Context: an optimization exercise on an open-source flow, tuned for small area, a short achievable clock period and few clock cycles. The choices shown serve that exercise and are no tape-out recipe.
The RTL was checked by simulation tests, not by an equivalence proof against the original design.
Power and IR drop assume default switching activity.

Setup of run A:
// systolic_4x4
module systolic_4x4 (
    input logic go,
    input logic clk,
    input logic reset,
    output logic done,
    output logic [4:0] t0_addr0,
    input logic [31:0] t0_read_data,
    output logic [4:0] t1_addr0,
    input logic [31:0] t1_read_data,
    output logic [4:0] t2_addr0,
    input logic [31:0] t2_read_data,
    output logic [4:0] t3_addr0,
    input logic [31:0] t3_read_data,
    output logic [4:0] l0_addr0,
    input logic [31:0] l0_read_data,
    output logic [4:0] l1_addr0,
    input logic [31:0] l1_read_data,
    output logic [4:0] l2_addr0,
    input logic [31:0] l2_read_data,
    output logic [4:0] l3_addr0,
    input logic [31:0] l3_read_data,
    output logic [4:0] out_mem_addr0,
    output logic [4:0] out_mem_addr1,
    output logic [31:0] out_mem_write_data,
    output logic out_mem_write_en
);
Size: ~8800 cells after synthesis, ~340 I/O pins, roughly 0.079 mm2 of cells after synthesis.
clock: 10.0 ns
lec_check: 0
abc_area: 1
cap_margin: 20
core_margin: 2
core_utilization: 50
cts_cluster_diameter: 100
cts_cluster_size: 20
place_density: 0.6
slew_margin: 20
standard.sh (not shown) runs the stock make flow with config.mk's settings and CLKGATE_MAP_FILE= SYNTH_SCRIPT=/design/flow/synth_recipe.tcl, a recipe that flattens the netlist after the stock synthesis.
==> flow/flow/run.sh <==
#!/bin/bash
# The standard layout, with timing repair aiming for a setup slack of
# MARGIN ns at the design's clock period (so the repair works on paths the
# 10 ns constraint alone would leave untouched), and the port buffers made
# with buf_2 cells.
set -euo pipefail
MARGIN=6.75
bash standard.sh SETUP_SLACK_MARGIN=$MARGIN \
  "BUFFER_PORTS_ARGS=-buffer_cell sky130_fd_sc_hd__buf_2" finish > standard_finish.log 2>&1
Testbench counts of run A, summed over its fixed seeds: cycles 3,456.
For run B, these inputs were changed with respect to run A:
diff --git a/flow/flow/run.sh b/flow/flow/run.sh
--- a/flow/flow/run.sh
+++ b/flow/flow/run.sh
@@ -5,5 +5,5 @@
 # with buf_2 cells.
 set -euo pipefail
-MARGIN=6.75
+MARGIN=7.0
 bash standard.sh SETUP_SLACK_MARGIN=$MARGIN \
   "BUFFER_PORTS_ARGS=-buffer_cell sky130_fd_sc_hd__buf_2" finish > standard_finish.log 2>&1
Results
Max sequential group share of total power across run B and run A: run A. Side by side, share of total power in the clock network turned out lower in run B than in run A. Run B ended up with a lower worst ir drop on vdd than run A did.
## Diff of input files: run C against run B
diff --git a/flow/flow/run.sh b/flow/flow/run.sh
--- a/flow/flow/run.sh
+++ b/flow/flow/run.sh
@@ -5,5 +5,5 @@
 # with buf_2 cells.
 set -euo pipefail
-MARGIN=7.0
+MARGIN=6.9
 bash standard.sh SETUP_SLACK_MARGIN=$MARGIN \
   "BUFFER_PORTS_ARGS=-buffer_cell sky130_fd_sc_hd__buf_2" finish > standard_finish.log 2>&1
[summary]
Run C reached the end of the flow, and the finished layout is clean on the timing, DRC and antenna checks.
Comparing run B with run C, the worst-case clock skew came out essentially unchanged.
Status: overall routing resource usage parity (run B, run C)
Relative to run B, the overall routed net length measured on run C has decreased slightly.
Relative to run B, area overhead of the layout relative to synthesis has gone down in run C.
On post-layout worst setup margin, run C does better than run B.
In terms of share of the cycle needed by the critical path after routing, run B and run C differ only marginally.
Between run B and run C, the maximum achievable frequency does not differ in any meaningful way.
Inputs modified between run C and run D:
- CORE_UTILIZATION: 50 -> 45
- PLACE_DENSITY: 0.6 -> 0.5
## What came out
Finished layout cell area: run D > run C. There was hardly any difference in final hold slack between run C and run D. Summary — global-route met3 utilization, run D relative to run C: lower, by 1.5 points.


systolic_4x4, a different RTL version from the one above (not shown whole).
Size: roughly 8800 cells after synthesis, about 1100 flip-flops, roughly 340 I/O pins, ~0.080 mm^2 of cells after synthesis.
==> flow/config.mk <==
export PLATFORM = sky130hd
export DESIGN_NAME = systolic_4x4
export DESIGN_NICKNAME = systolic_4x4
export VERILOG_FILES = /design/flow/design.v
export SDC_FILE = /design/flow/constraint.sdc
export NUM_CORES = 4
export LEC_CHECK = 0
export ABC_AREA = 1
export CAP_MARGIN = 20
export CORE_MARGIN = 2
export CORE_UTILIZATION = 50
export CTS_CLUSTER_DIAMETER = 100
export CTS_CLUSTER_SIZE = 20
export PLACE_DENSITY = 0.6
export SLEW_MARGIN = 20
==> flow/constraint.sdc <==
create_clock -name core_clock -period 10.0 [get_ports {clk}]
set_input_delay 2.0000 -clock core_clock [delete_from_list [all_inputs] [get_ports {clk}]]
set_output_delay 2.0000 -clock core_clock [all_outputs]
set_load 0.01 [all_outputs]
==> flow/flow/run.sh <==
#!/bin/bash
# The standard layout, with timing repair aiming for a setup slack of
# MARGIN ns at the design's clock period (so the repair works on paths the
# 10 ns constraint alone would leave untouched), and the port buffers made
# with buf_2 cells.
set -euo pipefail
MARGIN=6.7
bash standard.sh SETUP_SLACK_MARGIN=$MARGIN \
  "BUFFER_PORTS_ARGS=-buffer_cell sky130_fd_sc_hd__buf_2" finish > standard_finish.log 2>&1
The starting point ran to the end with no violations.
Testbench counts at the start, summed over its fixed seeds: cycles 3,408.
Edit:
==> flow/flow/run.sh (replaced) <==
#!/bin/bash
# The standard layout, with timing repair aiming for a setup slack of
# MARGIN ns at the design's clock period (so the repair works on paths the
# 10 ns constraint alone would leave untouched).
set -euo pipefail
MARGIN=6.5
bash standard.sh SETUP_SLACK_MARGIN=$MARGIN finish > standard_finish.log 2>&1
Settings changed: CTS_CLUSTER_DIAMETER 100 to unset, CTS_CLUSTER_SIZE 20 to unset.
Effect: Critical path depth is higher by 1; non-clock buffer count is lower by 48; sequential power stays flat; sequential cell count does not change; via count hardly moves; combinational power barely changes; global-route usage is higher by 1.1 points; final cell count is higher slightly; sequential share of layout area is lower by 0.80 points.

[what the ideal ports hide]
The flow's constraints put no driver on any port. The routed layouts listed below were extracted and timed again, unchanged, in two steps.
Step 1 (the two cells are an assumption about what drives the block):
set clk [get_ports {clk}]
set_driving_cell -lib_cell sky130_fd_sc_hd__clkbuf_16 $clk
set_driving_cell -lib_cell sky130_fd_sc_hd__buf_2 [delete_from_list [all_inputs] $clk]
Step 2 moves the port delays by t, midway between the first and last clock arrival at a register: inputs arrive t later, outputs are due t later. That takes back most of the time a late clock gives input paths.
Slacks: ideal / step 1 / step 2; pairs: ideal / step 1.
| run | t, ns | setup slack, ns | worst setup path at the end | worst data-port slew with drivers (ns) | pins driven straight from the clock port |
|---|---|---|---|---|---|
| run A | 0.810 | 6.659 / 6.571 / 6.106 | input to register | 0.08 | 1 |
| run B | 0.813 | 6.647 / 6.559 / 6.308 | input to register | 0.08 | 1 |
| run C | 0.813 | 6.653 / 6.566 / 6.317 | input to register | 0.08 | 1 |
| run D | 0.846 | 6.672 / 6.585 / 6.371 | input to register | 0.10 | 1 |
| the first run of note 2 | 0.790 | 6.691 / 6.638 / 6.195 | input to register | 0.14 | 1 |
| the second run of note 2 | 0.858 | 6.533 / 6.458 / 6.021 | input to register | 0.18 | 1 |
After both steps every run listed still meets setup and hold. For run A, which loses most, drivers alone change the setup slack by -0.088 ns; drivers and shift together by -0.553 ns.
